Context: an optimization exercise on an open-source flow, tuned for small area. The choices shown serve that exercise and are no tape-out recipe.
At most, simulation tests tie the RTL to the original design; equivalence was not proved.
No functional check of the RTL was part of runs 1 and 2.
Power and IR drop assume default switching activity.

**design/flow/design.v**
```verilog
module pst_brain_v2 (
    input  wire        clk,
    input  wire        rst_n,
    input  wire [7:0]  cur0, cur1, cur2, cur3,
    output wire [7:0]  phase0, phase1, phase2, phase3,
    output wire [2:0]  winner,
    output wire [7:0]  winner_score,
    output wire [7:0]  winner_rel,
    output wire [7:0]  w_ab, w_ac, w_ad, w_bc, w_bd, w_cd,
    output wire [7:0]  seq_slot_A, seq_slot_B,
    output wire        seq_force_valid,
    output wire [7:0]  seq_force_pred,
    output wire [7:0]  pred_out,
    output wire [7:0]  pred_err,
    output wire        reward_out,
    output wire [2:0]  gamma_cnt,
    output wire        theta_tick,
    output wire        episode_last,
    output wire [2:0]  ep_winner,
    output wire [3:0]  ep_strength,
    output wire        ep_valid,
    output wire        exploit_mode,
    output wire        explore_mode,
    output wire [1:0]  confidence_level,
    output wire [2:0]  theta_cnt,
    output wire        delta_tick,
    output wire [2:0]  topic_winner,
    output wire [2:0]  topic_strength,
    output wire        topic_valid,
    output wire        err_explore
);
    integer i;
    function [8:0] addc;
        input [7:0] a;
        input [7:0] b;
        input       ci;
        integer k;
        reg c;
        begin
            c = ci;
            for (k = 0; k < 8; k = k + 1) begin
                addc[k] = a[k] ^ b[k] ^ c;
                c = (a[k] & b[k]) | (c & (a[k] ^ b[k]));
            end
            addc[8] = c;
        end
    endfunction
    function gt8;
        input [7:0] a;
        input [7:0] b;
        integer k;
        reg g;
        begin
            g = 1'b0;
            for (k = 0; k < 8; k = k + 1)
                g = a[k] ? (~b[k] | g) : (~b[k] & g);
            gt8 = g;
        end
    endfunction
    function [7:0] decr;
        input [7:0] r;
        input       dec;
        integer k;
        reg b;
        begin
            b = dec;
            for (k = 0; k < 8; k = k + 1) begin
                decr[k] = r[k] ^ b;
                b = b & ~r[k];
            end
        end
    endfunction
    function [7:0] cdist;
        input [7:0] r;
        integer k;
        reg c;
        reg [7:0] x;
        begin
            x = r ^ {8{r[7]}};
            c = r[7];
            for (k = 0; k < 8; k = k + 1) begin
                cdist[k] = x[k] ^ c;
                c = c & x[k];
            end
        end
    endfunction
    function [7:0] crel;
        input [7:0] r;
        begin
            crel = decr(r ^ {8{~r[7]}}, r[7]);
        end
    endfunction
    function [3:0] pop8;
        input [7:0] b;
        reg sa, ca, sb, cb, sc, cc, cd, se, ce, cf;
        begin
            {ca, sa} = b[0] + b[1] + b[2];
            {cb, sb} = b[3] + b[4] + b[5];
            {cc, sc} = b[6] + b[7] + sa;
            {cd, pop8[0]} = sb + sc;
            {ce, se} = ca + cb + cc;
            {cf, pop8[1]} = se + cd;
            {pop8[3], pop8[2]} = ce + cf;
        end
    endfunction
    function [2:0] pop5;
        input [4:0] b;
        reg sa, ca, cb;
        begin
            {ca, sa} = b[0] + b[1] + b[2];
            {cb, pop5[0]} = b[3] + b[4] + sa;
            {pop5[2], pop5[1]} = ca + cb;
        end
    endfunction
    reg [7:0] gph;
    reg       cs;
    always @(posedge clk or negedge rst_n) begin
        if (!rst_n) begin
            gph <= 8'd0;
            cs  <= 1'b0;
        end else begin
            gph <= gph + 8'd1;
            cs  <= &gph;
        end
    end
    reg [2:0] gcnt;
    reg       tht;
    reg [2:0] tcnt;
    reg       dlt;
    always @(posedge clk or negedge rst_n) begin
        if (!rst_n) begin
            gcnt <= 3'd0;
            tht  <= 1'b0;
            tcnt <= 3'd0;
            dlt  <= 1'b0;
        end else begin
            tht <= cs & (&gcnt);
            if (cs) gcnt <= gcnt + 3'd1;
            dlt <= tht & tcnt[2];
            if (tht) tcnt <= tcnt[2] ? 3'd0 : tcnt + 3'd1;
        end
    end
    assign gamma_cnt    = gcnt;
    assign theta_tick   = tht;
    assign episode_last = &gcnt;
    assign theta_cnt    = tcnt;
    assign delta_tick   = dlt;
    wire [31:0] cur_all = {cur3, cur2, cur1, cur0};
    reg  [31:0] rem;
    reg  [31:0] ph;
    reg  [3:0]  fired;
    reg  [35:0] nd;
    always @(*) begin
        for (i = 0; i < 4; i = i + 1)
            nd[9*i +: 9] = addc(rem[8*i +: 8], ~cur_all[8*i +: 8], 1'b1);
    end
    always @(posedge clk or negedge rst_n) begin
        if (!rst_n) begin
            rem   <= {4{8'd199}};
            ph    <= {32{1'b1}};
            fired <= 4'd0;
        end else begin
            for (i = 0; i < 4; i = i + 1) begin
                rem[8*i +: 8] <= cs ? 8'd199 : nd[9*i +: 8];
                fired[i]      <= ~cs & (fired[i] | ~nd[9*i+8]);
                if (~cs & ~fired[i] & ~nd[9*i+8]) ph[8*i +: 8] <= gph;
            end
        end
    end
    assign phase0 = ph[7:0];
    assign phase1 = ph[15:8];
    assign phase2 = ph[23:16];
    assign phase3 = ph[31:24];
    reg [31:0] sp;
    reg [3:0]  sf;
    always @(posedge clk) begin
        if (cs) sp <= ph;
    end
    always @(posedge clk or negedge rst_n) begin
        if (!rst_n)  sf <= 4'd0;
        else if (cs) sf <= fired;
    end
    reg  [2:0] winner_r;
    reg  [7:0] wscore_r, wrel_r;
    reg        mm20_r, mm40_r, eq_r;
    reg  [3:0] stab;
    reg  [47:0] w;
    reg  [20:0] ews;
    reg  [11:0] tws;
    reg        dph;
    reg  [7:0] sA, sB, fpred, my_pred, pout, perr;
    reg        lw, fvalid;
    reg  [1:0] ezc;
    reg        reward;
    reg  [2:0] ehc;
    reg        exploit_r;
    reg  [1:0] conf;
    reg  [2:0] epw;
    reg  [3:0] eps;
    reg        epv;
    reg  [2:0] tw, ts;
    reg        tv;
    wire err_forced = (ehc >= 3'd5);
    wire in_mm      = ~(stab >= 4'd10) & mm20_r;
    wire explore    = err_forced | in_mm | (epv & (eps <= 4'd5) & (conf <= 2'd2));
    wire ctx_gate   = fvalid | explore | mm40_r;
    reg  [7:0] bs, wa;
    reg  [2:0] bi;
    wire       sact  = (&gph[7:4]) & ~(gph[2] & gph[1]);
    wire       spass = gph[3];
    wire [2:0] si    = sact ? gph[2:0] : bi;
    wire       sfirst = (gph[2:0] == 3'd0);
    reg [7:0] spa, spb;
    reg       sfa, sfb;
    reg [5:0] sw;
    always @(*) begin
        case (si)
            3'd0:    begin spa = sp[7:0];   sfa = sf[0]; spb = sp[15:8];  sfb = sf[1]; sw = w[7:2];   end
            3'd1:    begin spa = sp[7:0];   sfa = sf[0]; spb = sp[23:16]; sfb = sf[2]; sw = w[15:10]; end
            3'd2:    begin spa = sp[7:0];   sfa = sf[0]; spb = sp[31:24]; sfb = sf[3]; sw = w[23:18]; end
            3'd3:    begin spa = sp[15:8];  sfa = sf[1]; spb = sp[23:16]; sfb = sf[2]; sw = w[31:26]; end
            3'd4:    begin spa = sp[15:8];  sfa = sf[1]; spb = sp[31:24]; sfb = sf[3]; sw = w[39:34]; end
            default: begin spa = sp[23:16]; sfa = sf[2]; spb = sp[31:24]; sfb = sf[3]; sw = w[47:42]; end
        endcase
    end
    wire [8:0] sdiff = addc(spa, ~spb, 1'b1);
    wire [7:0] srel  = (sfa & sfb) ? crel(sdiff[7:0]) : 8'd0;
    wire       sb2   = ~explore & epv & (epw == si);
    wire       sb1   = ~explore & tv  & (tw  == si);
    wire [8:0] ssum1 = addc({1'b0, srel[7:1]}, {2'b0, (ctx_gate ? 6'd0 : sw)}, 1'b0);
    wire [8:0] sscore = addc(ssum1[7:0], {5'b0, sb2, sb1, 1'b0}, 1'b0);
    wire       sne   = (gph[2:0] != bi);
    wire [2:0] vc = gph[2:0];
    wire [7:0] em = {winner_r == vc, ews[20:18] == vc, ews[17:15] == vc, ews[14:12] == vc,
                     ews[11:9] == vc, ews[8:6] == vc, ews[5:3] == vc, ews[2:0] == vc};
    wire [4:0] tm = {epw == vc, tws[11:9] == vc, tws[8:6] == vc, tws[5:3] == vc, tws[2:0] == vc};
    wire [3:0] sevp = pop8(em);
    wire [2:0] stvp = pop5(tm);
    reg  [3:0] emv;
    reg  [2:0] emi, tmi, tmv;
    always @(posedge clk) begin
        if (sact & ~spass) begin
            if (sfirst | gt8(sscore[7:0], bs)) begin
                bs <= sscore[7:0];
                bi <= si;
            end
            if (sfirst | gt8({4'b0, sevp}, {4'b0, emv})) begin
                emv <= sevp;
                emi <= gph[2:0];
            end
            if (sfirst | gt8({5'b0, stvp}, {5'b0, tmv})) begin
                tmv <= stvp;
                tmi <= gph[2:0];
            end
        end
        if (sact & spass) begin
            if (sne & (sfirst | gt8(srel, wa))) wa <= srel;
            else if (sfirst)                    wa <= 8'd0;
        end
    end
    wire [8:0] srel20 = addc(srel, 8'd20, 1'b0);
    wire [8:0] srel40 = addc(srel, 8'd40, 1'b0);
    always @(posedge clk or negedge rst_n) begin
        if (!rst_n) begin
            winner_r <= 3'd0;
            wscore_r <= 8'd0;
            wrel_r   <= 8'd0;
            mm20_r   <= 1'b0;
            mm40_r   <= 1'b0;
            eq_r     <= 1'b1;
            stab     <= 4'd0;
        end else if (cs) begin
            winner_r <= bi;
            wscore_r <= sscore[7:0];
            wrel_r   <= srel;
            mm20_r   <= gt8(wa, srel20[7:0]);
            mm40_r   <= gt8(wa, srel40[7:0]);
            eq_r     <= (bi == winner_r);
            if (eq_r) stab <= (stab >= 4'd10) ? 4'd10 : stab + 4'd1;
            else      stab <= 4'd0;
        end
    end
    assign winner       = winner_r;
    assign winner_score = wscore_r;
    assign winner_rel   = wrel_r;
    reg [7:0] lpa, lpb, act;
    reg       lfa, lfb;
    reg [7:0] wsel;
    always @(*) begin
        case (winner_r)
            3'd0:    begin lpa = ph[7:0];   lfa = fired[0]; lpb = ph[15:8];  lfb = fired[1]; act = 8'd0;   wsel = w[7:0];   end
            3'd1:    begin lpa = ph[7:0];   lfa = fired[0]; lpb = ph[23:16]; lfb = fired[2]; act = 8'd43;  wsel = w[15:8];  end
            3'd2:    begin lpa = ph[7:0];   lfa = fired[0]; lpb = ph[31:24]; lfb = fired[3]; act = 8'd85;  wsel = w[23:16]; end
            3'd3:    begin lpa = ph[15:8];  lfa = fired[1]; lpb = ph[23:16]; lfb = fired[2]; act = 8'd128; wsel = w[31:24]; end
            3'd4:    begin lpa = ph[15:8];  lfa = fired[1]; lpb = ph[31:24]; lfb = fired[3]; act = 8'd170; wsel = w[39:32]; end
            default: begin lpa = ph[23:16]; lfa = fired[2]; lpb = ph[31:24]; lfb = fired[3]; act = 8'd213; wsel = w[47:40]; end
        endcase
    end
    wire       wf     = lfa | lfb;
    wire [8:0] ldiff  = addc(lpa, ~lpb, 1'b1);
    wire [7:0] lr     = ldiff[7:0];
    wire       lclose = lr[7] ? gt8(lr, 8'd225) : ~gt8(lr, 8'd30);
    wire       prot    = tv & ~explore;
    wire [8:0] ltp     = addc(wsel, {4'b0, reward, ~reward, 2'b0}, 1'b0);
    wire [7:0] ltpc    = gt8(ltp[7:0], 8'd190) ? 8'd190 : ltp[7:0];
    wire [8:0] ltdm    = addc(wsel, 8'hFD, 1'b1);
    wire [7:0] ltd     = gt8(wsel, 8'd82) ? ltdm[7:0] : 8'd80;
    wire       dolearn = lfa & lfb & lclose & (lr[7] | ((|lr) & ~prot));
    wire [7:0] lval    = lr[7] ? ltpc : ltd;
    always @(posedge clk or negedge rst_n) begin
        if (!rst_n) begin
            w   <= {6{8'd128}};
            dph <= 1'b0;
        end else begin
            dph <= dph ^ cs;
            for (i = 0; i < 6; i = i + 1) begin
                if (cs & ~dph & dolearn & (winner_r == i))
                    w[8*i +: 8] <= lval;
                else
                    w[8*i +: 8] <= decr(w[8*i +: 8], cs & dph & ~prot & gt8(w[8*i +: 8], 8'd80));
            end
        end
    end
    assign w_ab = w[7:0];   assign w_ac = w[15:8];  assign w_ad = w[23:16];
    assign w_bc = w[31:24]; assign w_bd = w[39:32]; assign w_cd = w[47:40];
    wire [8:0] rawA  = addc(act, ~sA, 1'b1);
    wire [8:0] rawB  = addc(act, ~sB, 1'b1);
    wire [7:0] dA    = cdist(rawA[7:0]);
    wire [7:0] dB    = cdist(rawB[7:0]);
    wire       isA   = ~gt8(dA, dB);
    wire [7:0] sd    = isA ? dA : dB;
    wire       sdn   = isA ? rawA[7] : rawB[7];
    wire [7:0] scur  = isA ? sA : sB;
    wire [7:0] sstep = {2'b0, sd[7:3], sd[2] | ~(|sd[7:3])};
    wire [8:0] sres  = addc(scur, sstep ^ {8{sdn}}, sdn);
    wire [7:0] snext = (sdn ^ sres[8]) ? {8{~sdn}} : sres[7:0];
    wire       smove = (|sd[7:2]) | (&sd[1:0]);
    always @(posedge clk or negedge rst_n) begin
        if (!rst_n) begin
            sA     <= 8'd0;
            sB     <= 8'd213;
            lw     <= 1'b0;
            fpred  <= 8'd213;
            fvalid <= 1'b0;
        end else if (cs) begin
            if (wf) begin
                if (smove) begin
                    if (isA) sA <= snext;
                    else     sB <= snext;
                end
                if (lw == isA) fpred <= scur;
                fvalid <= (lw == isA);
                lw     <= ~isA;
            end else begin
                fvalid <= 1'b0;
            end
        end
    end
    assign seq_slot_A      = sA;
    assign seq_slot_B      = sB;
    assign seq_force_valid = fvalid;
    assign seq_force_pred  = fpred;
    wire [8:0] rawP  = addc(act, ~my_pred, 1'b1);
    wire       pdn   = rawP[7];
    wire [7:0] eP    = cdist(rawP[7:0]);
    wire [7:0] pstep = {2'b0, eP[7:3], eP[2] | ~(|eP[7:3])};
    wire [8:0] pres  = addc(my_pred, pstep ^ {8{pdn}}, pdn);
    wire [7:0] pnext = (pdn ^ pres[8]) ? {8{~pdn}} : pres[7:0];
    wire       pmove = (|eP[7:2]) | (&eP[1:0]);
    always @(posedge clk or negedge rst_n) begin
        if (!rst_n) begin
            my_pred <= 8'd128;
            pout    <= 8'd128;
            perr    <= 8'd0;
        end else if (cs & wf) begin
            perr <= eP;
            if (fvalid)     my_pred <= fpred;
            else if (pmove) my_pred <= pnext;
            pout <= fvalid ? fpred : my_pred;
        end
    end
    assign pred_out = pout;
    assign pred_err = perr;
    always @(posedge clk or negedge rst_n) begin
        if (!rst_n) begin
            ezc    <= 2'd0;
            reward <= 1'b0;
            ehc    <= 3'd0;
        end else if (cs) begin
            if (perr < 8'd5) begin
                ezc    <= (ezc == 2'd3) ? 2'd3 : ezc + 2'd1;
                reward <= ezc[1];
            end else begin
                ezc    <= 2'd0;
                reward <= 1'b0;
            end
            if (perr > 8'd50) begin
                if (ehc < 3'd5) ehc <= ehc + 3'd1;
            end else begin
                ehc <= 3'd0;
            end
        end
    end
    assign reward_out  = reward;
    assign err_explore = err_forced;
    always @(posedge clk or negedge rst_n) begin
        if (!rst_n) begin
            exploit_r <= 1'b0;
            conf      <= 2'd0;
        end else if (tht && epv) begin
            if (eps >= 4'd6) begin
                conf      <= 2'd3;
                exploit_r <= 1'b1;
            end else begin
                conf      <= (conf == 2'd3) ? 2'd2 : 2'd1;
                exploit_r <= 1'b0;
            end
        end
    end
    assign exploit_mode     = exploit_r;
    assign explore_mode     = explore;
    assign confidence_level = conf;
    always @(posedge clk) begin
        if (cs) ews <= {ews[17:0], winner_r};
    end
    always @(posedge clk or negedge rst_n) begin
        if (!rst_n) begin
            epw <= 3'd0;
            eps <= 4'd0;
            epv <= 1'b0;
        end else if (tht) begin
            epw <= emi;
            eps <= emv;
            epv <= 1'b1;
        end
    end
    assign ep_winner   = epw;
    assign ep_strength = eps;
    assign ep_valid    = epv;
    always @(posedge clk) begin
        if (tht) tws <= {tws[8:0], epw};
    end
    always @(posedge clk or negedge rst_n) begin
        if (!rst_n) begin
            tw  <= 3'd0;
            ts  <= 3'd0;
            tv  <= 1'b0;
        end else if (dlt) begin
            if (tmv >= 3'd3) tw <= tmi;
            ts  <= tmv;
            tv  <= 1'b1;
        end
    end
    assign topic_winner   = tw;
    assign topic_strength = ts;
    assign topic_valid    = tv;
endmodule
```
**design/flow/flow/run.sh**
```bash
#!/bin/bash
# Own layout flow: the standard layout (standard.sh, unchanged synthesis),
# with two layout choices changed:
#  - the port buffers that buffer_ports inserts use the smallest buffer cell
#  - the clock tree is built from clkbuf_4 clusters without dummy loads
# Each tool's output is kept in a log file in the work folder.
set -euo pipefail
export BUFFER_PORTS_ARGS="-buffer_cell sky130_fd_sc_hd__buf_1"
export CTS_ARGS="-sink_clustering_enable -repair_clock_nets -sink_clustering_size 12 -sink_clustering_max_diameter 60 -buf_list \"sky130_fd_sc_hd__clkbuf_4 sky130_fd_sc_hd__clkbuf_8\" -root_buf sky130_fd_sc_hd__clkbuf_16 -tree_buf sky130_fd_sc_hd__clkbuf_8 -dont_use_dummy_load"
bash standard.sh synth > synth.log 2>&1
bash standard.sh > layout.log 2>&1
```
**design/flow/standard.sh**
```bash
#!/bin/bash
# synth_recipe.tcl (not shown) runs the flow's synth.tcl, then flattens the netlist and writes it again
# the make line also repeats each setting of config.mk as NAME=value (left out here)
make -C /OpenROAD-flow-scripts/flow DESIGN_CONFIG=/design/flow/config.mk WORK_HOME=/design/flow/orfs CLKGATE_MAP_FILE= SYNTH_SCRIPT=/design/flow/synth_recipe.tcl "${@:-finish}"
```
**design/flow/config.mk**
```make
export PLATFORM = sky130hd
export DESIGN_NAME = pst_brain_v2
export DESIGN_NICKNAME = pst_brain_v2
export VERILOG_FILES = /design/flow/design.v
export SDC_FILE = /design/flow/constraint.sdc
export NUM_CORES = 4
export LEC_CHECK = 0
export ABC_AREA = 1
export CAP_MARGIN = 20
export CORE_MARGIN = 2
export CORE_UTILIZATION = 40
export SLEW_MARGIN = 20
```
**design/flow/constraint.sdc**
```tcl
create_clock -name core_clock -period 40.0 [get_ports {clk}]
set_input_delay 8.0000 -clock core_clock [delete_from_list [all_inputs] [get_ports {clk}]]
set_output_delay 8.0000 -clock core_clock [all_outputs]
set_load 0.01 [all_outputs]
```
==> results.sh, run 1 <==
export IMPL_p_leak_nw=9.62
export IMPL_core_area_sq_um=48600
export IMPL_setup_violations=0
export IMPL_post_drt_wl_per_cell_um=18.9
export IMPL_grt_pass1_wl_um=86200
export IMPL_viasPerCell=5.19
export IMPL_n_antenna_cell=0
export IMPL_timing_final_hold_violations=0
export IMPL_final_core_util_pct=44.3
export IMPL_placed_area_sq_um=21000
export IMPL_synth_edff_count=97
export IMPL_endpoint_kind="flip-flop"
export IMPL_dp_hpwl_um=41500
export IMPL_power_density_nw_per_um2=35.2
export IMPL_tightest_slew_ns=1.06
export IMPL_rows=81
export IMPL_gr_usage_all_layers_pct=22.0
export IMPL_fin_crit_ns=11.82
export IMPL_crit_top_cell="fa_1"
export IMPL_synth_area_leader_cell="dfrtp_1"
export IMPL_max_stage_delay_ns=0.97
export IMPL_slowest_stage="dfrtp_1"
export IMPL_cp_start_kind="flip-flop"
export IMPL_die_y_um=225
export IMPL_numCtsBuffers=38
export IMPL_hold_slack_ns=0.455
export IMPL_ys_seq_elements=335
export IMPL_cp_required_ns=40.14
export IMPL_ys_async_sr_fraction_pct=71.0
export IMPL_layout_nets=2499
export IMPL_status="no timing/DRC/antenna violations"
export IMPL_gp_congestion=0.962
export IMPL_avgSynthCellArea_sq_um=9.50
export IMPL_grt_max_degree=80
export IMPL_crit_type="reg -> reg"
export IMPL_post_cts_setup_buffers=0
export IMPL_htree_levels=2
export IMPL_power_w=0.000759
export IMPL_post_route_period_util_pct=29.6
export IMPL_initial_core_util_pct=40.2
export IMPL_clkLatencyLatePin_ns=0.55
export IMPL_die_area_sq_um=50700
export IMPL_yosysMostFrequentCell="nand2_1"
export IMPL_crit_path_max_fanout=20
export IMPL_routed_wl_um=54600
export IMPL_postLayoutCellArea_sq_um=21600
export IMPL_io_pins=204
export IMPL_syn_inst=2058
export IMPL_grt_antenna_before_repair=0
export IMPL_cp_data_arrival_time_ns=11.97
export IMPL_netlist_area_sq_um=19600
export IMPL_grt_ovfl_total=0
export IMPL_timing_setup_tns_ns=0
export IMPL_slew_violations=0
export IMPL_ys_warn_count=1
export IMPL_path_clk_slew_ns=0.08
export IMPL_die_width_um=225
export IMPL_ant_nets=0
export IMPL_hp_class="reg -> reg"
export IMPL_synth_nets=2292
export IMPL_post_cts_resized=0
export IMPL_clock_path_buffers=3
export IMPL_ir_worst_vdd_mv=0.0204
export IMPL_drc_errors=0
export IMPL_rsz0062_at_grt="false"
export IMPL_drv_cap=0
export IMPL_drive_gt1_share_pct=8.75
export IMPL_synth_area_top_cells="dfrtp_1 (21%), edfxtp_1 (15%), dfstp_2 (9.5%)"
export IMPL_max_freq_mhz=84.6
export IMPL_synth_top_area_share_pct=21.4
export IMPL_cts_root_buf="clkbuf_16"
export IMPL_slew_headroom_pct=29.1
export IMPL_synthDistinctLibCells=60
export IMPL_clock_sinks=335
export IMPL_areaGrowthSynthToFinish_pct=10.3
export IMPL_ys_flop_type="dfrtp_1"
export IMPL_skew_ns=0.0753
export IMPL_dr_pass1_iters=5
export IMPL_yosysSeqAreaShare_pct=45.8
export IMPL_cts_tree="done"
export IMPL_yosys_top_cells_count="nand2_1 (431), inv_1 (298), o21ai_0 (204), dfrtp_1 (167), ha_1 (117)"
export IMPL_drt_iter0_drc=1135
export IMPL_ctsHoldBuffers=0
export IMPL_num_vias=15000
export IMPL_grt_pass1_vias=15000
export IMPL_io_buffers=203
## cell families after synthesis
| logic type | after synthesis | synth area share [%] |
|---|---|---|
| compound gates | 376 | 11.2 |
| mux | 10 | 0.531 |
| xor+xnor | 107 | 4.91 |
| flops | 335 | 45.8 |
| simple gates | 665 | 14.4 |
| fa+ha+maj | 200 | 16.0 |
| buf+inv | 365 | 7.16 |
## cell type report
class                   count  area, sq um
fillers                  4679        27100
multi-input cells        1358         9200
flip-flops and latches    335         8960
inverters                 314         1180
repair buffers            218          878
well taps                 622          778
clock buffers              38          579
## per-layer routing
layer,vias up,routed length (um),GRT usage [%]
met5,-,0,0
met4,0,1810,7.65
met3,111,3820,4.65
met2,501,26200,37.0
met1,7264,22800,28.2
li1,7097,-,-
## through the flow
| step | cells | setup WS, ns |
|---|---|---|
| 5_1_grt | 2885 | 27.34 |
| 2_1_floorplan | 2058 | 29.11 |
| 3_5_place_dp | 2846 | 28.21 |
| 4_1_cts | 2884 | 28.17 |
| 3_3_place_gp | 2846 | 28.66 |
| 6_report | 2885 | 28.18 |
## worst paths after layout
path                              from    endpoint  slack (ns)  depth (start not counted)
worst max-delay path            gph[2]       bs[2]       28.18                         41
worst min-delay path            emi[0]      epw[0]        0.46                          2
worst max register to register  gph[2]       bs[2]       28.18                         41
worst min register to register  emi[0]      epw[0]        0.46                          2
max in group asynchronous        rst_n  my_pred[1]       30.26                          3
min in group asynchronous        rst_n      epw[0]        7.47                          1
## worst max-delay path: cells and delay by family, from the launching register on
| kind | cells | cell delay, ns |
|---|---|---|
| adders and majority gates | 16 | 5.30 |
| and+or+nand+nor | 10 | 2.20 |
| AOI/OAI and AO/OA | 4 | 1.15 |
| buffers and inverters | 8 | 0.98 |
| DFF | 1 | 0.97 |
| xor gates and xnor gates | 3 | 0.77 |
## cells in the final DEF, fill, tap and decap left out, types with 5 or more instances in the layout
cell type	count
a21oi_1	45
a221oi_1	10
a22oi_1	6
a31oi_1	14
buf_1	202
buf_4	14
clkbuf_16	5
clkbuf_8	33
dfrtp_1	166
dfstp_2	71
edfxtp_1	97
fa_1	83
ha_1	117
inv_1	298
inv_2	12
mux2i_1	7
nand2_1	431
nand2_2	11
nand2_4	5
nand3_1	42
nand4_1	10
nor2_1	109
nor2_2	6
nor3_1	19
nor4_1	7
o211ai_1	9
o21ai_0	204
o21ai_1	10
o21ai_2	8
o21bai_1	6
o221ai_1	13
o22ai_1	35
or2_2	11
xnor2_1	30
xor2_1	74
## report_power, final
group	total [W]	internal, W	switching (W)
Combinational	0.000139	0.0000535	0.0000854
Clock	0.000215	0.0000962	0.000119
Sequential	0.000405	0.000388	0.0000166
## registers in the layout, summed over array words and instances, names as in the netlist, 12 cells and up
signal	flops
w	48
ph	32
rem	32
sp	32
ews	21
tws	12
==> run 2: changes to the inputs <==
==> design/flow/flow/run.sh (replaced) <==
#!/bin/bash
# Own layout flow: the standard layout (standard.sh, unchanged synthesis),
# with two layout choices changed:
#  - the port buffers that buffer_ports inserts use the smallest buffer cell
#  - the clock tree is built from clkbuf_4 clusters without dummy loads
# Each tool's output is kept in a log file in the work folder.
set -euo pipefail
export BUFFER_PORTS_ARGS="-buffer_cell sky130_fd_sc_hd__buf_1"
export CTS_ARGS="-sink_clustering_enable -repair_clock_nets -sink_clustering_size 12 -sink_clustering_max_diameter 60 -buf_list sky130_fd_sc_hd__clkbuf_8 -dont_use_dummy_load"
bash standard.sh synth > synth.log 2>&1
bash standard.sh > layout.log 2>&1
==> results.sh, run 2 <==
export IMPL_dr_pass1_iters=5
export IMPL_routed_wl_um=54700
export IMPL_slew_headroom_pct=28.5
export IMPL_endpoint_kind="flip-flop"
export IMPL_postLayoutCellArea_sq_um=21500
export IMPL_die_area_sq_um=50700
export IMPL_syn_inst=2058
export IMPL_final_core_util_pct=44.2
export IMPL_yosysSeqAreaShare_pct=45.8
export IMPL_fin_crit_ns=11.89
export IMPL_max_freq_mhz=84.1
export IMPL_status="no timing/DRC/antenna violations"
export IMPL_final_common_cell="nand2_1"
export IMPL_synth_top_area_share_pct=21.4
export IMPL_layout_nets=2499
export IMPL_rsz0062_at_grt="false"
export IMPL_yosys_area_share_simple_pct=14.4
export IMPL_power_w=0.000748
export IMPL_r2r_end="bs[2]"
export IMPL_netlist_area_sq_um=19600
export IMPL_post_cts_resized=0
export IMPL_drive_gt1_share_pct=8.75
export IMPL_cp_data_arrival_time_ns=12.11
export IMPL_power_density_nw_per_um2=34.7
export IMPL_cp_required_ns=40.22
export IMPL_synth_nets=2292
export IMPL_gr_usage_all_layers_pct=22.1
export IMPL_crit_top_cell="fa_1"
export IMPL_p_leak_nw=9.59
export IMPL_synth_edff_count=97
export IMPL_drv_cap=0
export IMPL_viasPerCell=5.20
export IMPL_crit_path_max_fanout=20
export IMPL_grt_pass1_wl_um=86300
export IMPL_max_stage_delay_ns=0.97
export IMPL_avgSynthCellArea_sq_um=9.50
export IMPL_timing_final_hold_violations=0
export IMPL_largest_reg_flops=48
export IMPL_synth_area_leader_cell="dfrtp_1"
export IMPL_ctsHoldBuffers=0
export IMPL_layout_common_cells="nand2_1 (431), inv_1 (298), o21ai_0 (204)"
export IMPL_skew_ns=0.107
export IMPL_clock_path_buffers=3
export IMPL_ys_seq_elements=335
export IMPL_r2r_start="gph[2]"
export IMPL_gp_congestion=0.962
export IMPL_num_vias=15000
export IMPL_crit_type="reg -> reg"
export IMPL_dp_hpwl_um=41500
export IMPL_ys_async_sr_fraction_pct=71.0
export IMPL_slowest_stage="dfrtp_1"
export IMPL_grt_antenna_before_repair=0
export IMPL_ant_nets=0
export IMPL_drc_errors=0
export IMPL_die_y_um=225
export IMPL_synth_mux_area_share_pct=0.531
export IMPL_placed_area_sq_um=21000
export IMPL_min_from="emi[0]"
export IMPL_synth_area_top_cells="dfrtp_1 (21%), edfxtp_1 (15%), dfstp_2 (9.5%)"
export IMPL_clock_sinks=335
export IMPL_synth_top_family_by_area="adder cells"
export IMPL_htree_levels=2
export IMPL_ir_worst_vdd_mv=0.0204
export IMPL_yosys_top_cells_count="nand2_1 (431), inv_1 (298), o21ai_0 (204), dfrtp_1 (167), ha_1 (117)"
export IMPL_setup_violations=0
export IMPL_cp_start_kind="flip-flop"
export IMPL_worstHoldPathCells=2
export IMPL_post_route_period_util_pct=29.7
export IMPL_ys_flop_type="dfrtp_1"
export IMPL_grt_pass1_vias=15000
export IMPL_die_width_um=225
export IMPL_place_ws_ns=28.21
export IMPL_io_buffers=203
export IMPL_grt_ovfl_total=0
export IMPL_grt_max_degree=80
export IMPL_cts_root_buf="clkbuf_8"
export IMPL_numCtsBuffers=38
export IMPL_core_area_sq_um=48600
export IMPL_timing_setup_tns_ns=0
export IMPL_n_fill_cell=4690
export IMPL_yosysMostFrequentCell="nand2_1"
export IMPL_largest_register="w"
export IMPL_ys_warn_count=1
export IMPL_synth_adder_area_share_pct=16.0
export IMPL_synth_xor_area_share_pct=4.91
export IMPL_n_antenna_cell=0
export IMPL_startpoint="gph[2]"
export IMPL_io_pins=204
export IMPL_min_to="epw[0]"
export IMPL_cts_tree="done"
export IMPL_hp_class="reg -> reg"
export IMPL_slew_violations=0
export IMPL_rows=81
export IMPL_post_cts_setup_buffers=0
export IMPL_areaGrowthSynthToFinish_pct=10.0
export IMPL_clkLatencyLatePin_ns=0.65
export IMPL_drt_iter0_drc=1131
export IMPL_r2r_cells=41
export IMPL_synthDistinctLibCells=60
export IMPL_post_drt_wl_per_cell_um=19.0
export IMPL_reg2reg_slack_ns=28.11
export IMPL_initial_core_util_pct=40.2
export IMPL_path_clk_slew_ns=0.09
export IMPL_worst_slack_ns=28.11
export IMPL_tightest_slew_ns=1.07
export IMPL_synth_compound_gate_area_share_pct=11.2
## run 2: cell counts after synthesis
Identical to the previous run, type by type.
## run 2: where the power goes
part / total [W] / internal [W] / switching [W]
Sequential: 0.000405 / 0.000388 / 0.0000169
Clock: 0.000204 / 0.0000846 / 0.000119
Combinational: 0.000139 / 0.0000536 / 0.0000855
## run 2: final cells by class
| class | instances | area (sq um) | share of cell area [%] |
|---|---|---|---|
| multi-input cells | 1358 | 9200 | 42.7 |
| flip-flops and latches | 335 | 8960 | 41.6 |
| inverters | 314 | 1180 | 5.48 |
| repair buffers | 218 | 878 | 4.08 |
| well taps | 622 | 778 | 3.62 |
| clock buffers | 38 | 523 | 2.43 |
## run 2: critical path: cells and delay by family (launching register included)
kind	cells	cell delay, ns
AND/OR/NAND/NOR	10	2.21
adder cells (fa/ha/maj)	16	5.32
flip-flops	1	0.97
buffers and inverters	8	0.98
XOR/XNOR	3	0.77
AO/OA/AOI/OAI	4	1.15
## run 2: how the worst max path moves through the flow
stage / end / slack, ns
floorplan: ph[13] / 29.11
global placement: bi[2] / 28.66
detailed placement: bs[1] / 28.21
CTS: bs[0] / 28.15
global route: bs[2] / 27.32
finish: bs[2] / 28.11
## run 2: cell families (layout without fill, tap and decap cells)
kind of cell,after synthesis,after routing
and+or+nand+nor,665,665
AOI/OAI and AO/OA,376,376
buffers and inverters,365,570
DFF,335,335
adders and majority gates,200,200
xor gates and xnor gates,107,107
muxes,10,10
## run 2: routing by layer
| metal | up-vias | part of all wire, % | GRT usage, % |
|---|---|---|---|
| li1 | 7099 | - | - |
| met1 | 7299 | 42 | 28.2 |
| met2 | 487 | 48 | 37.2 |
| met3 | 107 | 6.7 | 4.80 |
| met4 | 0 | 3.1 | 7.14 |
| met5 | - | 0 | 0 |
## run 2: through the flow
stage	hold WS, ns	cells
floorplan	0.426	2058
global placement	0.430	2846
detailed placement	0.438	2846
CTS	0.457	2884
global route	0.459	2885
finish	0.456	2885
==> run 3: changes to the inputs <==
--- a/design/flow/design.v
+++ b/design/flow/design.v
@@ -259,6 +259,9 @@
         end
     end
-    wire [8:0] srel20 = addc(srel, 8'd20, 1'b0);
-    wire [8:0] srel40 = addc(srel, 8'd40, 1'b0);
+    wire [8:0] wad    = addc(wa, ~srel, 1'b1);
+    wire       d20    = gt8(wad[7:0], 8'd20);
+    wire       d40    = gt8(wad[7:0], 8'd40);
+    wire       mm20   = gt8(srel, 8'd235) ? (wad[8] | d20) : (wad[8] & d20);
+    wire       mm40   = gt8(srel, 8'd215) ? (wad[8] | d40) : (wad[8] & d40);
     always @(posedge clk or negedge rst_n) begin
         if (!rst_n) begin
@@ -274,6 +277,6 @@
             wscore_r <= sscore[7:0];
             wrel_r   <= srel;
-            mm20_r   <= gt8(wa, srel20[7:0]);
-            mm40_r   <= gt8(wa, srel40[7:0]);
+            mm20_r   <= mm20;
+            mm40_r   <= mm40;
             eq_r     <= (bi == winner_r);
             if (eq_r) stab <= (stab >= 4'd10) ? 4'd10 : stab + 4'd1;
@@ -422,5 +425,5 @@
     assign confidence_level = conf;
     always @(posedge clk) begin
-        if (cs) ews <= {ews[17:0], winner_r};
+        ews <= {ews[17:0], (cs ? winner_r : ews[20:18])};
     end
     always @(posedge clk or negedge rst_n) begin
--- a/design/flow/flow/run.sh
+++ b/design/flow/flow/run.sh
@@ -3,5 +3,5 @@
 # with two layout choices changed:
 #  - the port buffers that buffer_ports inserts use the smallest buffer cell
-#  - the clock tree is built from clkbuf_4 clusters without dummy loads
+#  - the clock tree is built from clkbuf_8 clusters without dummy loads
 # Each tool's output is kept in a log file in the work folder.
 set -euo pipefail
==> results.sh, run 3 <==
export IMPL_status="no timing/DRC/antenna violations"
export IMPL_rsz0062_at_grt="false"
export IMPL_ctsHoldBuffers=0
export IMPL_worstHoldPathCells=0
export IMPL_ff_latch_area_sq_um=8750
export IMPL_syn_inst=2063
export IMPL_r2r_end="my_pred[5]"
export IMPL_drc_errors=0
export IMPL_drt_met1_wl_um=23300
export IMPL_final_common_cell="nand2_1"
export IMPL_slew_violations=0
export IMPL_yosysSeqAreaShare_pct=44.7
export IMPL_crit_top_cell="fa_1"
export IMPL_post_cts_setup_buffers=0
export IMPL_skew_ns=0.0780
export IMPL_grt_max_degree=78
export IMPL_synth_area_leader_cell="dfrtp_1"
export IMPL_met3_length_um=3870
export IMPL_max_stage_delay_ns=0.87
export IMPL_ir_worst_vdd_mv=0.0237
export IMPL_r2r_cells=41
export IMPL_n_antenna_cell=0
export IMPL_ys_async_sr_fraction_pct=71.0
export IMPL_fin_crit_ns=11.81
export IMPL_die_y_um=225
export IMPL_timing_setup_tns_ns=0
export IMPL_grt_pass1_vias=15000
export IMPL_crit_type="reg -> reg"
export IMPL_avgSynthCellArea_sq_um=9.49
export IMPL_min_from="ews[7]"
export IMPL_clock_sinks=335
export IMPL_routed_wl_um=55800
export IMPL_dp_hpwl_um=42800
export IMPL_layout_common_cells="nand2_1 (418), inv_1 (291), buf_1 (202)"
export IMPL_ys_flop_type="dfrtp_1"
export IMPL_ys_warn_count=1
export IMPL_cp_top_family="adder cells"
export IMPL_initial_core_util_pct=40.2
export IMPL_cts_root_buf="clkbuf_8"
export IMPL_crit_path_max_fanout=16
export IMPL_htree_levels=2
export IMPL_hold_slack_ns=0.343
export IMPL_core_area_sq_um=48600
export IMPL_post_route_period_util_pct=29.5
export IMPL_drive_gt1_share_pct=9.11
export IMPL_areaGrowthSynthToFinish_pct=9.68
export IMPL_rows=81
export IMPL_path_clk_slew_ns=0.08
export IMPL_viasPerCell=5.14
export IMPL_netlist_area_sq_um=19600
export IMPL_min_to="ews[10]"
export IMPL_drt_iter0_drc=985
export IMPL_met2_length_um=26400
export IMPL_power_density_nw_per_um2=34.4
export IMPL_synthDistinctLibCells=59
export IMPL_slew_headroom_pct=30.4
export IMPL_r2r_start="winner_r[0]"
export IMPL_slowest_stage="a21oi_1"
export IMPL_cp_required_ns=40.48
export IMPL_ant_nets=0
export IMPL_reg2reg_slack_ns=28.19
export IMPL_grt_ovfl_total=0
export IMPL_synth_top_area_share_pct=21.3
export IMPL_gp_congestion=0.913
export IMPL_n_fill_cell=4782
export IMPL_numCtsBuffers=39
export IMPL_synth_nets=2298
export IMPL_synth_area_top_cells="dfrtp_1 (21%), edfxtp_1 (12%), dfstp_2 (9.5%)"
export IMPL_io_buffers=203
export IMPL_tightest_slew_ns=1.04
export IMPL_die_width_um=225
export IMPL_post_drt_wl_per_cell_um=19.3
export IMPL_endpoint_kind="flip-flop"
export IMPL_dr_pass1_iters=5
export IMPL_max_freq_mhz=84.7
export IMPL_post_cts_resized=0
export IMPL_largest_reg_flops=48
export IMPL_multi_input_area_sq_um=9410
export IMPL_io_pins=204
export IMPL_cp_data_arrival_time_ns=12.29
export IMPL_setup_violations=0
export IMPL_largest_register="w"
export IMPL_critPathBufInv=6
export IMPL_clock_path_buffers=3
export IMPL_timing_final_hold_violations=0
export IMPL_top_layer_used="met4"
export IMPL_cp_start_kind="flip-flop"
export IMPL_ys_seq_elements=335
export IMPL_grt_antenna_before_repair=0
export IMPL_num_vias=14800
export IMPL_die_area_sq_um=50700
export IMPL_synth_edff_count=76
export IMPL_p_leak_nw=9.56
export IMPL_hp_class="reg -> reg"
export IMPL_drv_cap=0
export IMPL_clkLatencyLatePin_ns=0.62
export IMPL_yosysMostFrequentCell="nand2_1"
export IMPL_cts_tree="done"
export IMPL_gr_usage_all_layers_pct=22.4
export IMPL_layout_nets=2499
export IMPL_yosys_top_cells_count="nand2_1 (418), inv_1 (292), o21ai_0 (177), dfrtp_1 (167), nor2_1 (112)"
export IMPL_grt_pass1_wl_um=86600
run 3: changes by cell type after synthesis, moves of 7 or more:
cell,delta
dfxtp_1,+21
o21ai_1,+9
mux2i_1,-7
edfxtp_1,-21
o21ai_0,-27
nand2_1,-13
nor2_4,+10
or2_2,+8
or2_1,+21
fa_1,+7
run 3: worst max path at each step:
| stage | start | endpoint | depth (start not counted) |
|---|---|---|---|
| finish | winner_r[0] | my_pred[5] | 41 |
| global route | winner_r[0] | my_pred[4] | 41 |
| CTS | winner_r[0] | my_pred[2] | 41 |
| detailed placement | winner_r[0] | my_pred[1] | 41 |
| global placement | winner_r[0] | my_pred[6] | 41 |
| floorplan | cur1[0] | ph[13] | 14 |
run 3: cell families after synthesis:
family | Yosys count | synth area share (%)
muxes | 3 | 0.173
AOI/OAI and AO/OA | 366 | 10.9
and+or+nand+nor | 695 | 15.7
DFF | 335 | 44.7
adders and majority gates | 201 | 16.3
xor gates and xnor gates | 107 | 4.96
buffers and inverters | 356 | 7.26
run 3: stage by stage:
stage | util [%] | power [W] | cell area [sq um] | instances | worst slack [ns]
floorplan | - | 0.000491 | 19600 | 2063 | 29.11
global placement | 43.0 | 0.000536 | 20900 | 2845 | 28.34
detailed placement | 43.0 | 0.000543 | 20900 | 2845 | 28.10
CTS | 44.1 | 0.000752 | 21500 | 2884 | 28.07
global route | 44.1 | 0.000784 | 21500 | 2884 | 27.35
finish | 44.1 | 0.000738 | 21500 | 2884 | 28.19
run 3: layer usage:
metal  up-vias  GRT usage [%]
met5         -              0
met4         0           8.91
met3       124           5.40
met2       422           36.8
met1      7204           28.6
li1       7075              -
run 3: final cells by class:
class / instances / area share, %
Inverter: 301 / 5.26
Clock buffer: 39 / 2.50
Sequential cell: 335 / 40.8
Multi-Input combinational cell: 1372 / 43.8
Tap cell: 622 / 3.62
Timing Repair Buffer: 215 / 4.00
run 3: worst reg2reg max path: cells and delay by family (launching register included):
family	cells	cell delay (ns)
flops	1	0.84
buf+inv	6	0.96
compound gates	5	1.41
xor+xnor	2	0.34
fa+ha+maj	19	6.29
simple gates	9	1.87
run 3: where the power goes:
| part | switching [W] | internal (W) | total, W | leakage, nW |
|---|---|---|---|---|
| clock network | 0.000118 | 0.0000868 | 0.000205 | 0.280 |
| logic | 0.0000792 | 0.0000514 | 0.000131 | 5.53 |
| registers | 0.0000177 | 0.000385 | 0.000403 | 3.75 |
| total | 0.000215 | 0.000523 | 0.000738 | 9.56 |
==> run 4: changes to the inputs <==
--- a/design/flow/flow/run.sh
+++ b/design/flow/flow/run.sh
@@ -7,5 +7,5 @@
 set -euo pipefail
 export BUFFER_PORTS_ARGS="-buffer_cell sky130_fd_sc_hd__buf_1"
-export CTS_ARGS="-sink_clustering_enable -repair_clock_nets -sink_clustering_size 12 -sink_clustering_max_diameter 60 -buf_list sky130_fd_sc_hd__clkbuf_8 -dont_use_dummy_load"
+export CTS_ARGS="-sink_clustering_enable -repair_clock_nets -sink_clustering_size 16 -sink_clustering_max_diameter 70 -buf_list sky130_fd_sc_hd__clkbuf_8 -dont_use_dummy_load"
 bash standard.sh synth > synth.log 2>&1
 bash standard.sh > layout.log 2>&1
==> results.sh, run 4 <==
export IMPL_cp_start_kind="flip-flop"
export IMPL_worstHoldPathCells=0
export IMPL_synthDistinctLibCells=59
export IMPL_setup_violations=0
export IMPL_clock_sinks=335
export IMPL_p_sw_w=0.000209
export IMPL_timing_setup_tns_ns=0
export IMPL_post_drt_wl_per_cell_um=19.3
export IMPL_cts_tree="done"
export IMPL_post_place_cells=2845
export IMPL_yosysSeqAreaShare_pct=44.7
export IMPL_dp_hpwl_um=42800
export IMPL_ant_nets=0
export IMPL_crit_type="reg -> reg"
export IMPL_num_vias=14800
export IMPL_clkLatencyLatePin_ns=0.65
export IMPL_cp_required_ns=40.56
export IMPL_fin_crit_ns=11.75
export IMPL_crit_top_cell="fa_1"
export IMPL_skew_ns=0.0680
export IMPL_core_area_sq_um=48600
export IMPL_post_cts_setup_buffers=0
export IMPL_synth_edff_count=76
export IMPL_grt_pass1_vias=14800
export IMPL_die_width_um=225
export IMPL_rows=81
export IMPL_crit_path_max_fanout=16
export IMPL_ys_async_sr_fraction_pct=71.0
export IMPL_ctsHoldBuffers=0
export IMPL_grt_pass1_wl_um=86200
export IMPL_power_density_nw_per_um2=33.3
export IMPL_gr_usage_all_layers_pct=22.1
export IMPL_tightest_slew_ns=1.04
export IMPL_synth_area_leader_cell="dfrtp_1"
export IMPL_drt_iter0_drc=1040
export IMPL_internal_power_w=0.000501
export IMPL_yosysMostFrequentCell="nand2_1"
export IMPL_hp_class="reg -> reg"
export IMPL_slew_violations=0
export IMPL_largest_reg_flops=48
export IMPL_combPwrFrac_pct=18.4
export IMPL_slew_headroom_pct=30.9
export IMPL_grt_max_degree=78
export IMPL_routed_wl_um=55500
export IMPL_timing_final_hold_violations=0
export IMPL_p_clk_share_pct=24.9
export IMPL_ys_seq_elements=335
export IMPL_switching_share_pct=29.5
export IMPL_netlist_area_sq_um=19600
export IMPL_cts_root_buf="clkbuf_8"
export IMPL_clock_path_buffers=3
export IMPL_yosys_top_cells_count="nand2_1 (418), inv_1 (292), o21ai_0 (177), dfrtp_1 (167), nor2_1 (112)"
export IMPL_cp_data_arrival_time_ns=12.31
export IMPL_max_freq_mhz=85.1
export IMPL_synth_top_area_share_pct=21.3
export IMPL_endpoint_kind="flip-flop"
export IMPL_ir_worst_vdd_mv=0.0242
export IMPL_viasPerCell=5.15
export IMPL_drv_cap=0
export IMPL_n_antenna_cell=0
export IMPL_drive_gt1_share_pct=8.70
export IMPL_drc_errors=0
export IMPL_grt_ovfl_total=0
export IMPL_synth_nets=2298
export IMPL_p_leak_nw=9.49
export IMPL_io_pins=204
export IMPL_rsz0062_at_grt="false"
export IMPL_r2r_cells=41
export IMPL_gp_congestion=0.913
export IMPL_avgSynthCellArea_sq_um=9.49
export IMPL_initial_core_util_pct=40.2
export IMPL_status="no timing/DRC/antenna violations"
export IMPL_path_clk_slew_ns=0.10
export IMPL_layout_common_cells="nand2_1 (418), inv_1 (291), buf_1 (202)"
export IMPL_grt_antenna_before_repair=1
export IMPL_layout_nets=2489
export IMPL_syn_inst=2063
export IMPL_areaGrowthSynthToFinish_pct=8.97
export IMPL_die_y_um=225
export IMPL_final_instance_count_excl_fill=2874
export IMPL_post_cts_resized=0
export IMPL_final_common_cell="nand2_1"
export IMPL_post_route_period_util_pct=29.4
export IMPL_htree_levels=1
export IMPL_die_area_sq_um=50700
export IMPL_ys_flop_type="dfrtp_1"
export IMPL_p_seq_share_pct=56.7
export IMPL_slowest_stage="a21oi_1"
export IMPL_numCtsBuffers=29
export IMPL_max_stage_delay_ns=0.86
export IMPL_largest_register="w"
export IMPL_io_buffers=203
export IMPL_synth_area_top_cells="dfrtp_1 (21%), edfxtp_1 (12%), dfstp_2 (9.5%)"
export IMPL_ys_warn_count=1
export IMPL_dr_pass1_iters=5
## run 4: cell count changes in the layout (fill, tap and decap cells not counted), sizes merged
| cell | delta |
|---|---|
| clkbuf | -10 |
## run 4: cell families (layout without fill, tap and decap cells)
group / Yosys count / count (layout) / synth area share [%]
multiplexers: 3 / 3 / 0.173
buffers and inverters: 356 / 545 / 7.26
AO/OA/AOI/OAI: 366 / 366 / 10.9
adder cells (fa/ha/maj): 201 / 201 / 16.3
XOR/XNOR: 107 / 107 / 4.96
AND/OR/NAND/NOR: 695 / 695 / 15.7
flip-flops: 335 / 335 / 44.7
## run 4: worst paths after layout
check | from | endpoint | slack (ns)
min | ews[6] | ews[9] | 0.36
min in group asynchronous | rst_n | my_pred[4] | 7.42
max in group asynchronous | rst_n | tv | 30.51
min reg2reg | ews[6] | ews[9] | 0.36
max | winner_r[0] | my_pred[6] | 28.25
max reg2reg | winner_r[0] | my_pred[6] | 28.25
## run 4: power groups by stage
stage | combinational [W] | clock, W | sequential [W]
finish | 0.000131 | 0.000176 | 0.000402
detailed placement | 0.000133 | 0 | 0.000410
global route | 0.000152 | 0.000195 | 0.000406
CTS | 0.000135 | 0.000183 | 0.000403
global placement | 0.000128 | 0 | 0.000408
floorplan | 0.0000874 | 0 | 0.000404
## run 4: layout make-up
type	count	area [sq um]
multi-input cells	1372	9410
clock buffers	29	399
well taps	622	778
flip-flops and latches	335	8750
repair buffers	215	860
fillers	4765	27300
inverters	301	1130
## run 4: stage by stage
step	setup slack, ns	cell area, sq um	total power, W	hold WS [ns]	util (%)
floorplan	29.11	19600	0.000491	0.349	-
global placement	28.34	20900	0.000536	0.352	43.0
detailed placement	28.10	20900	0.000543	0.355	43.0
CTS	28.11	21300	0.000721	0.365	43.8
global route	27.42	21300	0.000753	0.377	43.9
finish	28.25	21300	0.000710	0.364	43.9
## run 4: worst max-delay path, delay by kind of cell (launching register included)
| kind | cells | cell delay [ns] |
|---|---|---|
| and+or+nand+nor | 9 | 1.96 |
| buffers and inverters | 6 | 0.95 |
| xor gates and xnor gates | 2 | 0.34 |
| AOI/OAI and AO/OA | 5 | 1.30 |
| adders and majority gates | 19 | 6.29 |
| DFF | 1 | 0.84 |
## run 4: per-layer routing
metal | up-vias | share of wire, % | routed length [um] | track usage (%)
met5 | - | 0.023 | 13 | 0
met4 | 2 | 3.1 | 1700 | 6.86
met3 | 111 | 6.7 | 3730 | 4.51
met2 | 402 | 48 | 26700 | 37.3
met1 | 7238 | 42 | 23400 | 28.6
li1 | 7054 | - | - | -
==> run 5: changes to the inputs <==
--- a/design/flow/flow/run.sh
+++ b/design/flow/flow/run.sh
@@ -7,5 +7,5 @@
 set -euo pipefail
 export BUFFER_PORTS_ARGS="-buffer_cell sky130_fd_sc_hd__buf_1"
-export CTS_ARGS="-sink_clustering_enable -repair_clock_nets -sink_clustering_size 16 -sink_clustering_max_diameter 70 -buf_list sky130_fd_sc_hd__clkbuf_8 -dont_use_dummy_load"
+export CTS_ARGS="-sink_clustering_enable -repair_clock_nets -sink_clustering_size 30 -sink_clustering_max_diameter 100 -buf_list sky130_fd_sc_hd__clkbuf_16 -dont_use_dummy_load"
 bash standard.sh synth > synth.log 2>&1
 bash standard.sh > layout.log 2>&1
--- a/design/flow/config.mk
+++ b/design/flow/config.mk
@@ -9,4 +9,4 @@
 export CAP_MARGIN = 20
 export CORE_MARGIN = 2
-export CORE_UTILIZATION = 40
+export CORE_UTILIZATION = 60
 export SLEW_MARGIN = 20
==> results.sh, run 5 <==
export IMPL_dp_hpwl_um=39200
export IMPL_slew_headroom_pct=30.8
export IMPL_skew_ns=0.0406
export IMPL_layout_common_cells="nand2_1 (418), inv_1 (291), buf_1 (202)"
export IMPL_yosysMostFrequentCell="nand2_1"
export IMPL_netlist_area_sq_um=19600
export IMPL_hp_class="reg -> reg"
export IMPL_synth_nets=2298
export IMPL_yosys_top_cells_count="nand2_1 (418), inv_1 (292), o21ai_0 (177), dfrtp_1 (167), nor2_1 (112)"
export IMPL_post_drt_wl_per_cell_um=19.2
export IMPL_endpoint_kind="flip-flop"
export IMPL_p_leak_nw=9.47
export IMPL_drive_gt1_share_pct=8.09
export IMPL_timing_final_hold_violations=0
export IMPL_grt_busiest_layer="met2"
export IMPL_clock_path_buffers=3
export IMPL_n_antenna_cell=0
export IMPL_drc_errors=0
export IMPL_worstHoldPathCells=0
export IMPL_die_width_um=185
export IMPL_cp_data_arrival_time_ns=11.87
export IMPL_synthDistinctLibCells=59
export IMPL_viasPerCell=5.55
export IMPL_grt_antenna_before_repair=0
export IMPL_clock_sinks=335
export IMPL_initial_core_util_pct=60.5
export IMPL_die_y_um=185
export IMPL_yosysSeqAreaShare_pct=44.7
export IMPL_path_clk_slew_ns=0.12
export IMPL_synth_area_top_cells="dfrtp_1 (21%), edfxtp_1 (12%), dfstp_2 (9.5%)"
export IMPL_cp_start_kind="flip-flop"
export IMPL_hold_slack_ns=0.353
export IMPL_largest_register="w"
export IMPL_slew_violations=0
export IMPL_dr_pass1_iters=5
export IMPL_drv_cap=0
export IMPL_clkLatencyLatePin_ns=0.53
export IMPL_post_route_period_util_pct=28.5
export IMPL_max_stage_delay_ns=0.84
export IMPL_areaGrowthSynthToFinish_pct=7.68
export IMPL_post_cts_setup_buffers=0
export IMPL_grt_pass1_vias=14500
export IMPL_die_area_sq_um=34100
export IMPL_rsz0062_at_grt="false"
export IMPL_post_cts_resized=0
export IMPL_drt_iter0_drc=1130
export IMPL_cp_required_ns=40.45
export IMPL_cts_root_buf="clkbuf_16"
export IMPL_grt_pass1_wl_um=80600
export IMPL_ys_flop_type="dfrtp_1"
export IMPL_largest_reg_flops=48
export IMPL_gr_usage_all_layers_pct=30.5
export IMPL_worst_slack_ns=28.58
export IMPL_ys_warn_count=1
export IMPL_routed_wl_um=51400
export IMPL_layout_nets=2475
export IMPL_num_vias=14900
export IMPL_final_common_cell="nand2_1"
export IMPL_grt_ovfl_total=0
export IMPL_setup_violations=0
export IMPL_tightest_slew_ns=1.04
export IMPL_n_fill_cell=2758
export IMPL_ys_seq_elements=335
export IMPL_rows=66
export IMPL_fin_crit_ns=11.42
export IMPL_max_freq_mhz=87.6
export IMPL_syn_inst=2063
export IMPL_ys_async_sr_fraction_pct=71.0
export IMPL_slowest_stage="dfrtp_1"
export IMPL_grtUsageMet2_pct=48.9
export IMPL_gr_usage_met3_pct=4.05
export IMPL_timing_setup_tns_ns=0
export IMPL_synth_edff_count=76
export IMPL_ctsHoldBuffers=0
export IMPL_cts_tree="done"
export IMPL_crit_top_cell="fa_1"
export IMPL_status="no timing/DRC/antenna violations"
export IMPL_ant_nets=0
export IMPL_core_area_sq_um=32400
export IMPL_power_density_nw_per_um2=33.7
export IMPL_io_pins=204
export IMPL_crit_type="reg -> reg"
export IMPL_synth_area_leader_cell="dfrtp_1"
export IMPL_place_ws_ns=28.54
export IMPL_htree_levels=1
export IMPL_grt_max_degree=80
export IMPL_grtUsageMet1_pct=44.3
export IMPL_io_buffers=203
export IMPL_r2r_cells=42
export IMPL_avgSynthCellArea_sq_um=9.49
export IMPL_ir_worst_vdd_mv=0.0329
export IMPL_numCtsBuffers=15
export IMPL_gp_congestion=0.945
export IMPL_synth_top_area_share_pct=21.3
export IMPL_crit_path_max_fanout=16
run 5: cell counts after synthesis:
No cell type changed its count.
run 5: cell type report:
| class | instances | area (sq um) | share of cell area [%] |
|---|---|---|---|
| clock buffer | 15 | 375 | 1.78 |
| inverter | 301 | 1130 | 5.36 |
| multi-input combinational | 1372 | 9410 | 44.6 |
| sequential | 335 | 8750 | 41.5 |
| tap | 442 | 553 | 2.62 |
| timing repair buffer | 215 | 860 | 4.08 |
run 5: stage by stage:
stage | instance area, sq um | std cells | power, W | util, %
floorplan | 19600 | 2063 | 0.000491 | -
global placement | 20700 | 2663 | 0.000536 | 63.9
detailed placement | 20700 | 2664 | 0.000542 | 63.9
CTS | 21100 | 2679 | 0.000716 | 65.1
global route | 21100 | 2680 | 0.000749 | 65.1
finish | 21100 | 2680 | 0.000710 | 65.1
run 5: final timing paths:
path / from / to / slack, ns
max in group asynchronous: rst_n / rem[11] / 30.84
worst max-delay path: winner_r[0] / my_pred[2] / 28.58
worst min register to register: ews[16] / ews[19] / 0.35
min in group asynchronous: rst_n / wrel_r[2] / 7.39
worst min-delay path: ews[16] / ews[19] / 0.35
worst max register to register: winner_r[0] / my_pred[2] / 28.58
run 5: kinds of logic (layout without fill, tap and decap cells):
family	count (synthesis)	in the layout	synth area share, %
simple gates	695	695	15.7
fa+ha+maj	201	201	16.3
mux	3	3	0.173
compound gates	366	366	10.9
buf+inv	356	531	7.26
flops	335	335	44.7
xor+xnor	107	107	4.96
run 5: critical path: cells and delay by family (launching register included):
kind | cells | cell delay, ns
compound gates | 5 | 0.99
buf+inv | 7 | 1.00
simple gates | 9 | 1.99
fa+ha+maj | 19 | 6.22
xor+xnor | 2 | 0.31
flops | 1 | 0.84
run 5: metal layers:
| layer | part of all wire, % | wire (um) | vias up |
|---|---|---|---|
| met5 | 0 | 0 | - |
| met4 | 2.4 | 1220 | 0 |
| met3 | 6.2 | 3180 | 76 |
| met2 | 46 | 23800 | 492 |
| met1 | 45 | 23200 | 7272 |
| li1 | - | - | 7040 |
run 5: power breakdown:
group	leakage (nW)	switching, W	total, W	internal, W
Clock	0.185	0.000107	0.000175	0.0000683
Combinational	5.54	0.0000828	0.000135	0.0000520
Sequential	3.75	0.0000155	0.000400	0.000385
==> run 6: changes to the inputs <==
--- a/design/flow/design.v
+++ b/design/flow/design.v
@@ -188,17 +188,15 @@
     reg  [20:0] ews;
     reg  [11:0] tws;
-    reg        dph;
+    wire       dph = gcnt[0];           
     reg  [7:0] sA, sB, fpred, my_pred, pout, perr;
     reg        lw, fvalid;
     reg  [1:0] ezc;
-    reg        reward;
     reg  [2:0] ehc;
-    reg        exploit_r;
     reg  [1:0] conf;
     reg  [2:0] epw;
     reg  [3:0] eps;
-    reg        epv;
     reg  [2:0] tw, ts;
-    reg        tv;
+    wire epv = |eps;
+    wire tv  = |ts;
     wire err_forced = (ehc >= 3'd5);
     wire in_mm      = ~(stab >= 4'd10) & mm20_r;
@@ -305,5 +303,5 @@
     wire       lclose = lr[7] ? gt8(lr, 8'd225) : ~gt8(lr, 8'd30);
     wire       prot    = tv & ~explore;
-    wire [8:0] ltp     = addc(wsel, {4'b0, reward, ~reward, 2'b0}, 1'b0);
+    wire [8:0] ltp     = addc(wsel, {4'b0, reward_out, ~reward_out, 2'b0}, 1'b0);
     wire [7:0] ltpc    = gt8(ltp[7:0], 8'd190) ? 8'd190 : ltp[7:0];
     wire [8:0] ltdm    = addc(wsel, 8'hFD, 1'b1);
@@ -314,7 +312,5 @@
         if (!rst_n) begin
             w   <= {6{8'd128}};
-            dph <= 1'b0;
         end else begin
-            dph <= dph ^ cs;
             for (i = 0; i < 6; i = i + 1) begin
                 if (cs & ~dph & dolearn & (winner_r == i))
@@ -388,13 +384,10 @@
         if (!rst_n) begin
             ezc    <= 2'd0;
-            reward <= 1'b0;
             ehc    <= 3'd0;
         end else if (cs) begin
             if (perr < 8'd5) begin
                 ezc    <= (ezc == 2'd3) ? 2'd3 : ezc + 2'd1;
-                reward <= ezc[1];
             end else begin
                 ezc    <= 2'd0;
-                reward <= 1'b0;
             end
             if (perr > 8'd50) begin
@@ -405,21 +398,18 @@
         end
     end
-    assign reward_out  = reward;
+    assign reward_out  = &ezc;
     assign err_explore = err_forced;
     always @(posedge clk or negedge rst_n) begin
         if (!rst_n) begin
-            exploit_r <= 1'b0;
             conf      <= 2'd0;
         end else if (tht && epv) begin
             if (eps >= 4'd6) begin
                 conf      <= 2'd3;
-                exploit_r <= 1'b1;
             end else begin
                 conf      <= (conf == 2'd3) ? 2'd2 : 2'd1;
-                exploit_r <= 1'b0;
             end
         end
     end
-    assign exploit_mode     = exploit_r;
+    assign exploit_mode     = &conf;
     assign explore_mode     = explore;
     assign confidence_level = conf;
@@ -431,9 +421,7 @@
             epw <= 3'd0;
             eps <= 4'd0;
-            epv <= 1'b0;
         end else if (tht) begin
             epw <= emi;
             eps <= emv;
-            epv <= 1'b1;
         end
     end
@@ -448,9 +436,7 @@
             tw  <= 3'd0;
             ts  <= 3'd0;
-            tv  <= 1'b0;
         end else if (dlt) begin
             if (tmv >= 3'd3) tw <= tmi;
             ts  <= tmv;
-            tv  <= 1'b1;
         end
     end
--- a/design/flow/flow/run.sh
+++ b/design/flow/flow/run.sh
@@ -7,5 +7,5 @@
 set -euo pipefail
 export BUFFER_PORTS_ARGS="-buffer_cell sky130_fd_sc_hd__buf_1"
-export CTS_ARGS="-sink_clustering_enable -repair_clock_nets -sink_clustering_size 30 -sink_clustering_max_diameter 100 -buf_list sky130_fd_sc_hd__clkbuf_16 -dont_use_dummy_load"
+export CTS_ARGS="-sink_clustering_enable -repair_clock_nets -sink_clustering_size 10 -sink_clustering_max_diameter 50 -buf_list sky130_fd_sc_hd__clkbuf_4 -root_buf sky130_fd_sc_hd__clkbuf_16 -tree_buf sky130_fd_sc_hd__clkbuf_8 -sink_clustering_buffer sky130_fd_sc_hd__clkbuf_4 -dont_use_dummy_load"
 bash standard.sh synth > synth.log 2>&1
 bash standard.sh > layout.log 2>&1
--- a/design/flow/config.mk
+++ b/design/flow/config.mk
@@ -9,4 +9,4 @@
 export CAP_MARGIN = 20
 export CORE_MARGIN = 2
-export CORE_UTILIZATION = 60
+export CORE_UTILIZATION = 40
 export SLEW_MARGIN = 20
==> results.sh, run 6 <==
export IMPL_status="no timing/DRC/antenna violations"
export IMPL_synthDistinctLibCells=61
export IMPL_viasPerCell=5.16
export IMPL_n_fill_cell=4695
export IMPL_slowest_stage="dfrtp_1"
export IMPL_rows=80
export IMPL_p_leak_nw=9.33
export IMPL_ant_nets=0
export IMPL_io_pins=204
export IMPL_slew_violations=0
export IMPL_power_density_nw_per_um2=34.1
export IMPL_crit_path_max_fanout=24
export IMPL_endpoint_kind="flip-flop"
export IMPL_synth_top_area_share_pct=21.0
export IMPL_cts_root_buf="clkbuf_16"
export IMPL_areaGrowthSynthToFinish_pct=9.47
export IMPL_drt_iter0_drc=928
export IMPL_drc_errors=0
export IMPL_yosysSeqAreaShare_pct=44.7
export IMPL_yosys_top_cells_count="nand2_1 (370), inv_1 (311), o21ai_0 (201), dfrtp_1 (162), ha_1 (109)"
export IMPL_crit_top_cell="fa_1"
export IMPL_ys_async_sr_fraction_pct=70.6
export IMPL_numCtsBuffers=47
export IMPL_drive_gt1_share_pct=10.5
export IMPL_die_width_um=224
export IMPL_synth_area_top_cells="dfrtp_1 (21%), edfxtp_1 (12%), dfstp_2 (9.7%)"
export IMPL_grt_pass1_vias=15000
export IMPL_slew_headroom_pct=30.7
export IMPL_fin_crit_ns=11.02
export IMPL_dr_pass1_iters=5
export IMPL_ys_seq_elements=330
export IMPL_startpoint="winner_r[2]"
export IMPL_initial_core_util_pct=40.5
export IMPL_ys_warn_count=1
export IMPL_htree_levels=2
export IMPL_gp_congestion=0.924
export IMPL_post_drt_wl_per_cell_um=19.1
export IMPL_die_y_um=224
export IMPL_core_area_sq_um=47600
export IMPL_cp_required_ns=40.45
export IMPL_post_route_period_util_pct=27.6
export IMPL_io_buffers=203
export IMPL_cp_data_arrival_time_ns=11.47
export IMPL_cts_tree="done"
export IMPL_path_clk_slew_ns=0.11
export IMPL_skew_ns=0.0868
export IMPL_clkLatencyLatePin_ns=0.57
export IMPL_grt_max_degree=75
export IMPL_yosysMostFrequentCell="nand2_1"
export IMPL_synth_nets=2252
export IMPL_dp_hpwl_um=41700
export IMPL_min_from="ews[8]"
export IMPL_post_cts_setup_buffers=0
export IMPL_cp_start_kind="flip-flop"
export IMPL_clock_path_buffers=3
export IMPL_rsz0062_at_grt="false"
export IMPL_place_ws_ns=28.86
export IMPL_hp_class="reg -> reg"
export IMPL_netlist_area_sq_um=19300
export IMPL_timing_setup_tns_ns=0
export IMPL_drv_cap=0
export IMPL_r2r_start="winner_r[2]"
export IMPL_setup_violations=0
export IMPL_layout_nets=2462
export IMPL_grt_antenna_before_repair=0
export IMPL_grt_ovfl_total=0
export IMPL_grt_pass1_wl_um=85400
export IMPL_clock_sinks=330
export IMPL_largest_reg_flops=48
export IMPL_routed_wl_um=54300
export IMPL_syn_inst=2019
export IMPL_tightest_slew_ns=1.04
export IMPL_post_cts_resized=0
export IMPL_n_antenna_cell=0
export IMPL_synth_area_leader_cell="dfrtp_1"
export IMPL_largest_register="w"
export IMPL_ctsHoldBuffers=0
export IMPL_worst_slack_ns=28.98
export IMPL_crit_type="reg -> reg"
export IMPL_gr_usage_all_layers_pct=22.1
export IMPL_ys_flop_type="dfrtp_1"
export IMPL_synth_edff_count=76
export IMPL_avgSynthCellArea_sq_um=9.55
export IMPL_max_freq_mhz=90.7
export IMPL_num_vias=14700
export IMPL_ir_worst_vdd_mv=0.0183
export IMPL_max_stage_delay_ns=0.72
export IMPL_layout_common_cells="nand2_1 (370), inv_1 (310), buf_1 (202)"
export IMPL_timing_final_hold_violations=0
export IMPL_die_area_sq_um=50000
export IMPL_final_common_cell="nand2_1"
-- run 6: cell types whose count changed after synthesis, moves of 10 or more --
cell	before	now
nand2_1	418	370
inv_1	292	311
nand3_1	45	33
o21ai_0	177	201
nor2_1	112	94
o22ai_1	37	27
or2_1	22	0
nor2_2	0	15
-- run 6: kinds of logic (layout without fill, tap and decap cells) --
logic type	Yosys count	count (layout)	synth area share, %
AND/OR/NAND/NOR	609	609	14.2
flip-flops	330	330	44.7
AO/OA/AOI/OAI	391	391	11.9
XOR/XNOR	105	105	4.85
buffers and inverters	376	584	7.52
adder cells (fa/ha/maj)	199	199	16.4
multiplexers	9	9	0.486
-- run 6: worst paths after layout --
path | end | slack [ns] | cells after the start
hold / removal | ews[11] | 0.31 | 0
min in group asynchronous | wscore_r[4] | 7.39 | 1
setup / recovery | sB[4] | 28.98 | 52
hold reg to reg | ews[11] | 0.31 | 0
setup reg to reg | sB[4] | 28.98 | 52
max in group asynchronous | perr[5] | 30.39 | 3
-- run 6: routing by layer --
metal,GRT usage [%],wire [um]
met5,0,0
met4,8.58,1940
met3,4.46,3840
met2,36.4,25600
met1,28.6,23000
-- run 6: cell type report --
cell class | instances | area [sq um] | area share, %
tap | 615 | 769 | 3.64
sequential | 330 | 8630 | 40.8
timing repair buffer | 213 | 838 | 3.97
multi-input combinational | 1313 | 9220 | 43.7
clock buffer | 47 | 440 | 2.09
inverter | 324 | 1220 | 5.77
-- run 6: critical path, delay by kind of cell, from the launching register on --
family | cells | cell delay (ns)
buf+inv | 12 | 1.17
compound gates | 10 | 1.78
simple gates | 10 | 2.10
xor+xnor | 2 | 0.30
fa+ha+maj | 18 | 4.81
flops | 1 | 0.72
-- run 6: per-stage QoR --
stage	hold slack (ns)	total power (W)	area (sq um)	instances	utilization [%]
after CTS	0.310	0.000731	21100	2841	44.3
after global routing	0.314	0.000766	21100	2842	44.3
after global placement	0.352	0.000534	20700	2794	43.4
after detailed placement	0.354	0.000539	20700	2794	43.4
final	0.314	0.000720	21100	2842	44.3
after floorplan	0.349	0.000489	19300	2019	-
-- run 6: where the power goes --
group | internal (W) | switching, W
clock | 0.0000714 | 0.000117
sequential | 0.000380 | 0.0000174
combinational | 0.0000520 | 0.0000826

==> static timing again, ports no longer ideal <==
How much do the figures lean on ideal ports? The routed layouts below were timed once more, with nothing changed but the port constraints.
Step 1 assumes that a clkbuf_16 drives the clock port and a buf_2 every other input.
Step 2, shift: input delay + t, output delay - t, t = (earliest + latest rising clock arrival at the registers) / 2. This alone moves slack from input paths to output paths.
Three values: ideal ports, drivers, drivers and shift; two values: the first two.
run	shift t [ns]	setup WS [ns]
run 1	0.571	28.177 / 28.177 / 28.177
run 2	0.644	28.112 / 28.112 / 28.112
run 3	0.632	28.187 / 28.187 / 28.187
run 4	0.673	28.249 / 28.249 / 28.249
run 5	0.569	28.583 / 28.583 / 28.557
run 6	0.582	28.976 / 28.976 / 28.898
After both steps setup and hold are still met in every run listed.
